Background: an optimization exercise with open tools, aiming at small area and a short achievable clock period. Do not read the settings as production practice.
Where RTL was checked, it was by simulation tests only, not by an equivalence proof against the original.
No activity file was given, so power comes from the tool's default toggle rates.

==> inputs of run R <==
==> flow/design.v (excerpt) <==
module e203_exu_alu_dpath(
  input alu_req_alu,
  input alu_req_alu_add,
  input alu_req_alu_sub,
  input alu_req_alu_xor,
  input alu_req_alu_sll,
  input alu_req_alu_srl,
  input alu_req_alu_sra,
  input alu_req_alu_or,
  input alu_req_alu_and,
  input alu_req_alu_slt,
  input alu_req_alu_sltu,
  input alu_req_alu_lui,
  input [32-1:0] alu_req_alu_op1,
  input [32-1:0] alu_req_alu_op2,
  output [32-1:0] alu_req_alu_res,
  input bjp_req_alu,
  input [32-1:0] bjp_req_alu_op1,
  input [32-1:0] bjp_req_alu_op2,
  input bjp_req_alu_cmp_eq,
  input bjp_req_alu_cmp_ne,
  input bjp_req_alu_cmp_lt,
  input bjp_req_alu_cmp_gt,
  input bjp_req_alu_cmp_ltu,
  input bjp_req_alu_cmp_gtu,
  input bjp_req_alu_add,
  output bjp_req_alu_cmp_res,
  output [32-1:0] bjp_req_alu_add_res,
  input agu_req_alu,
  input [32-1:0] agu_req_alu_op1,
  input [32-1:0] agu_req_alu_op2,
  input agu_req_alu_swap,
  input agu_req_alu_add,
  input agu_req_alu_and,
  input agu_req_alu_or,
  input agu_req_alu_xor,
  input agu_req_alu_max,
  input agu_req_alu_min,
  input agu_req_alu_maxu,
  input agu_req_alu_minu,
  output [32-1:0] agu_req_alu_res,
  input agu_sbf_0_ena,
  input [32-1:0] agu_sbf_0_nxt,
  output [32-1:0] agu_sbf_0_r,
  input agu_sbf_1_ena,
  input [32-1:0] agu_sbf_1_nxt,
  output [32-1:0] agu_sbf_1_r,
  input clk,
  input rst_n
);
export LEC_CHECK = 0
export CAP_MARGIN = 20
export CORE_MARGIN = 2
export CORE_UTILIZATION = 40
export CTS_BUF_LIST = sky130_fd_sc_hd__clkbuf_4
export SETUP_SLACK_MARGIN = 1.3
export SLEW_MARGIN = 20
create_clock -name core_clock -period 8.5 [get_ports {clk}]
standard.sh (not shown) runs the stock make flow with config.mk's settings and CLKGATE_MAP_FILE= SYNTH_SCRIPT=/design/flow/synth_recipe.tcl, a recipe that flattens the netlist after the stock synthesis.
==> flow/flow/run.sh <==
#!/bin/bash
# Layout flow: the standard flow (standard.sh) with these changes:
#  - synthesis is the standard script (synth_recipe.tcl: same passes, then
#    flatten and renames) except for the ABC mapping scripts (see synth.tcl);
#  - every port gets a buffer, as standard, but the plain buf_1 rather than
#    the delay cell buffer_ports picks by default;
#  - extra make variables for the layout steps, if flow/make_args.txt exists
#    (e.g. letting timing repair resize cells across footprints);
#  - clock tree options from flow/cts_args.txt, if it exists.
set -euo pipefail
HERE=$(pwd)
export BUFFER_PORTS_ARGS="-buffer_cell sky130_fd_sc_hd__buf_1"
export MY_ABC_SCRIPT="$HERE/flow/abc.script"
if [[ -f "$HERE/flow/abc_sh.script" ]]; then
  # modules kept apart until the end of synthesis and mapped with abc_sh.script
  export MY_ABC_SCRIPT_SH="$HERE/flow/abc_sh.script"
  export SYNTH_KEEP_MODULES="$(cat "$HERE/flow/keep_modules.txt")"
fi
make -C "$FLOW_HOME" DESIGN_CONFIG="$HERE/config.mk" WORK_HOME="$HERE/orfs" CLKGATE_MAP_FILE= \
  SYNTH_SCRIPT="$HERE/flow/synth.tcl" synth > "$HERE/synth_make.log" 2>&1
unset SYNTH_KEEP_MODULES MY_ABC_SCRIPT MY_ABC_SCRIPT_SH
# clock tree options, if flow/cts_args.txt exists (replaces ORFS's defaults)
if [[ -f "$HERE/flow/cts_args.txt" ]]; then
  export CTS_ARGS="$(cat "$HERE/flow/cts_args.txt")"
fi
EXTRA=()
if [[ -f "$HERE/flow/make_args.txt" ]]; then
  read -r -a EXTRA < "$HERE/flow/make_args.txt"
fi
bash standard.sh "${EXTRA[@]}" finish > "$HERE/standard_flow.log" 2>&1
==> flow/flow/abc.script <==
strash
dch -f
map
topo
buffer
upsize
dnsize
==> flow/flow/abc_sh.script <==
strash
&get -n
&fraig -x
&put
scorr
dc2
strash
&get -n
&dch -f
&nf -R 1000
&put
==> flow/flow/cts_args.txt <==
-sink_clustering_enable -repair_clock_nets -buf_list sky130_fd_sc_hd__clkbuf_4 -dont_use_dummy_load
==> flow/flow/keep_modules.txt <==
e203_alu_shifter e203_aoi222 e203_aoi221 e203_aoi22
==> flow/flow/make_args.txt <==
MATCH_CELL_FOOTPRINT=0
==> flow/flow/synth.tcl <==
# synth_recipe.tcl, with ABC's mapping script replaced: flow/abc.script for the
# top module and, when the design keeps a shifter module apart
# (SYNTH_KEEP_MODULES), flow/abc_sh.script for that module. Everything is
# flattened at the end exactly as synth_recipe.tcl does.
proc synth {args} { yosys synth -nofsm -noshare {*}$args }
proc abc {args} {
  set i [lsearch -exact $args -script]
  set top $args
  lset top [expr {$i + 1}] $::env(MY_ABC_SCRIPT)
  if {[info exists ::env(MY_ABC_SCRIPT_SH)] && [info exists ::env(SYNTH_KEEP_MODULES)]} {
    set sh $args
    lset sh [expr {$i + 1}] $::env(MY_ABC_SCRIPT_SH)
    foreach m $::env(SYNTH_KEEP_MODULES) { yosys abc {*}$sh $m }
    yosys abc {*}$top $::env(DESIGN_NAME)
  } else {
    yosys abc {*}$top
  }
}
source $::env(SCRIPTS_DIR)/synth.tcl
# left out here: clear keep_hierarchy, flatten, clean up, hide names made inside functions, write 1_2_yosys.v
==> run M: changes against run R <==
--- a/flow/design.v
+++ b/flow/design.v
@@ -90,14 +90,15 @@
 wire [W-1:0] b = ({W{alu}} & alu_req_alu_op2) | ({W{bjp}} & bjp_req_alu_op2) | ({W{agu}} & agu_req_alu_op2);
 wire [W-1:0] bx = b ^ {W{op_sub}};
 wire [W-1:0] p  = a ^ bx;
 wire [W-1:0] g  = a & bx;
 wire [W-1:0] G0 = {g[W-1:1], g[0] | (p[0] & op_sub)};
 wire [W-1:0] P0 = p;
 wire [W-1:0] Gout;
+genvar lv, i;
 wire pg_g0_1 = G0[1] | (P0[1] & G0[0]);
 wire pg_g0_3 = G0[3] | (P0[3] & G0[2]);
 wire pg_p0_3 = P0[3] & P0[2];
 wire pg_g0_5 = G0[5] | (P0[5] & G0[4]);
 wire pg_p0_5 = P0[5] & P0[4];
 wire pg_g0_7 = G0[7] | (P0[7] & G0[6]);
 wire pg_p0_7 = P0[7] & P0[6];
@@ -235,44 +236,26 @@
   input alu, input sll, input srl, input sra,
   input [31:0] a, input [4:0] sh,
   input [31:0] base,
   output [31:0] res
 );
 localparam W = 32;
 genvar lv, i;
-wire op_left  = alu & sll;
+wire op_sll = alu & sll;
+wire op_shift = alu & (sll | srl | sra);
 wire op_right = alu & (srl | sra);
-wire op_shift = op_left | op_right;
 wire fill = alu & sra & a[W-1];
-wire [W-1:0] st [0:5];
-assign st[0] = a;
+wire [W-1:0] shin;
+generate for (i = 0; i < W; i = i + 1) begin : g_rin
+  assign shin[i] = op_right ? a[W-1-i] : a[i];
+end endgenerate
+wire [W-1:0] sl [0:5];
+assign sl[0] = shin;
 generate
-  for (lv = 0; lv < 5; lv = lv + 1) begin : g_st
-    localparam integer K = 1 << lv;
-    localparam INV = lv & 1;             
-    wire l = op_left & sh[lv];
-    wire r = op_right & sh[lv];
-    wire n = ~sh[lv];
-    wire f = INV ? ~fill : fill;         
-    for (i = 0; i < W; i = i + 1) begin : g_b
-      wire from_r = (i + K < W) ? st[lv][i+K] : f;
-      if (i >= K) begin : g_mid
-        e203_aoi222 u(.a0(l), .b0(st[lv][i-K]), .a1(r), .b1(from_r), .a2(n), .b2(st[lv][i]), .y(st[lv+1][i]));
-      end else if (INV) begin : g_lo_inv
-        e203_aoi221 u(.a0(r), .b0(from_r), .a1(n), .b1(st[lv][i]), .c(l), .y(st[lv+1][i]));
-      end else begin : g_lo
-        e203_aoi22 u(.a0(r), .b0(from_r), .a1(n), .b1(st[lv][i]), .y(st[lv+1][i]));
-      end
-    end
+  for (lv = 0; lv < 5; lv = lv + 1) begin : g_sl
+    assign sl[lv+1] = sh[lv] ? {sl[lv][W-1-(1<<lv):0], {(1<<lv){fill}}} : sl[lv];
   end
 endgenerate
-assign res = base | ({W{op_shift}} & ~st[5]);
+generate for (i = 0; i < W; i = i + 1) begin : g_rout
+  assign res[i] = base[i] | (op_shift & (op_right ? sl[5][W-1-i] : sl[5][i]));
+end endgenerate
 endmodule
-module e203_aoi222(input a0, input b0, input a1, input b1, input a2, input b2, output y);
-assign y = ~((a0 & b0) | (a1 & b1) | (a2 & b2));
-endmodule
-module e203_aoi221(input a0, input b0, input a1, input b1, input c, output y);
-assign y = ~((a0 & b0) | (a1 & b1) | c);
-endmodule
-module e203_aoi22(input a0, input b0, input a1, input b1, output y);
-assign y = ~((a0 & b0) | (a1 & b1));
-endmodule
==> flow/flow/run.sh (replaced) <==
#!/bin/bash
# Layout flow: the standard flow (standard.sh) with two changes:
#  - synthesis is the standard script (synth_recipe.tcl: same passes, then
#    flatten and renames) except for the ABC mapping scripts (see synth.tcl);
#  - every port gets a buffer, as standard, but the plain buf_1 rather than
#    the delay cell buffer_ports picks by default.
set -euo pipefail
HERE=$(pwd)
export BUFFER_PORTS_ARGS="-buffer_cell sky130_fd_sc_hd__buf_1"
export MY_ABC_SCRIPT="$HERE/flow/abc.script"
if [[ -f "$HERE/flow/abc_sh.script" ]]; then
  export MY_ABC_SCRIPT_SH="$HERE/flow/abc_sh.script"
  export SYNTH_KEEP_MODULES="e203_alu_shifter"
fi
make -C "$FLOW_HOME" DESIGN_CONFIG="$HERE/config.mk" WORK_HOME="$HERE/orfs" CLKGATE_MAP_FILE= \
  SYNTH_SCRIPT="$HERE/flow/synth.tcl" synth > "$HERE/synth_make.log" 2>&1
unset SYNTH_KEEP_MODULES MY_ABC_SCRIPT MY_ABC_SCRIPT_SH
bash standard.sh > "$HERE/standard_flow.log" 2>&1
==> flow/flow/abc.script (replaced) <==
strash
dch
map
buffer
upsize
dnsize
==> flow/flow/abc_sh.script (replaced) <==
strash
&get -n
&fraig -x
&put
scorr
dc2
strash
&get -n
&dch -f
&nf -R 1000
&put
buffer
upsize
dnsize
- CTS_BUF_LIST: sky130_fd_sc_hd__clkbuf_4 -> sky130_fd_sc_hd__clkbuf_8
- SETUP_SLACK_MARGIN: 1.3 -> 1.2
removed: flow/flow/cts_args.txt
removed: flow/flow/keep_modules.txt
removed: flow/flow/make_args.txt
==> key figures <==
Synth
  – Post-Syn Area per Cell: 7.82 sq um
  – Xor/xnor cell area share of the yosys netlist: 4.50%

Power and ir drop
  – PD cells: 171 mW/mm^2
  – Internal power: 0.833 mW
  – Flop pwr share: 21.8%
  – Sequential cell power: 0.381 mW
  – Final Total Pwr: 1.75 mW

Floorplan
  – Tap Cells: 265
  – Chip width: 143 microns

Outcome
  – Status: finished clean

Setup path
  – Critical Path Start: alu_req_alu_op2[0]
  – Worst path slowest cell: a222oi_1
  – Slowest stage delay, CP: 0.84 ns
  – Buf/Inv on CP: 3

Global route
  – Initial antenna violation count: 1

Detailed routing
  – WL met3: 4.46 mm
  – First-pass DRT Iterations: 17

Layout
  – Commonest non-fill, non-tap cells in the layout: buf_1 (446), nand2_1 (230), a222oi_1 (129), a22oi_1 (91), nand3_1 (65)

STA
  – Hold_ws: 1.45 ns
(the above is from run R)
==> key figures <==
Outcome
  – Status: finished clean

Floorplan
  – Chip width: 148 microns

STA
  – Hold_ws: 1.51 ns
  – Final setup margin: 1.34 ns

Clocking
  – H-tree depth: 3

Synth
  – Post-Syn Area per Cell: 6.97 sq um
  – Xor/xnor cell area share of the yosys netlist: 4.13%

Detailed routing
  – Vias per cell: 5.65
  – WL/cell: 21.7 microns
  – DR DRC count: 0
  – WL met3: 3.57 mm

Power and ir drop
  – Sequential cell power: 0.382 mW
  – Final Total Pwr: 1.96 mW
  – Flop pwr share: 19.5%
  – PD cells: 183 mW/mm^2
  – Internal power: 0.953 mW

Setup path
  – Critical Path Start: agu_req_alu_max
  – Worst path slowest cell: a221oi_4
  – Critical path arrival: 5.46 ns

Layout
  – Commonest non-fill, non-tap cells in the layout: buf_1 (424), nand2_1 (275), nor2_1 (118), a21oi_1 (109), o21ai_0 (96)

Global route
  – Initial antenna violation count: 0
(the above is from run M)
Function not checked in run M: the RTL went through the layout flow alone.

==> afterwards: timing with drivers on the ports <==
Ports are ideal in the flow. The routed layouts listed here were re-timed in OpenROAD.
Step 1 (the two cells are an assumption about what drives the block):
set clk [get_ports {clk}]
set_driving_cell -lib_cell sky130_fd_sc_hd__clkbuf_16 $clk
set_driving_cell -lib_cell sky130_fd_sc_hd__buf_2 [delete_from_list [all_inputs] $clk]
Step 2, shift: input delay + t, output delay - t, t = (earliest + latest rising clock arrival at the registers) / 2. This alone moves slack from input paths to output paths.
Three values: no drivers, after step 1, after step 2; two values: the first two.
| run | t, ns | setup WS [ns] | hold slack, ns | worst data-port slew with drivers (ns) |
|---|---|---|---|---|
| run R | 0.413 | 1.469 / 1.446 / 1.446 | 1.455 / 1.443 / 1.856 | 0.10 |
| run M | 0.373 | 1.344 / 1.320 / 1.320 | 1.515 / 1.509 / 1.882 | 0.13 |
After both steps every run listed still meets setup and hold. The setup slack of run M, which loses most, moves by -0.024 ns with the drivers and by -0.024 ns with both steps.
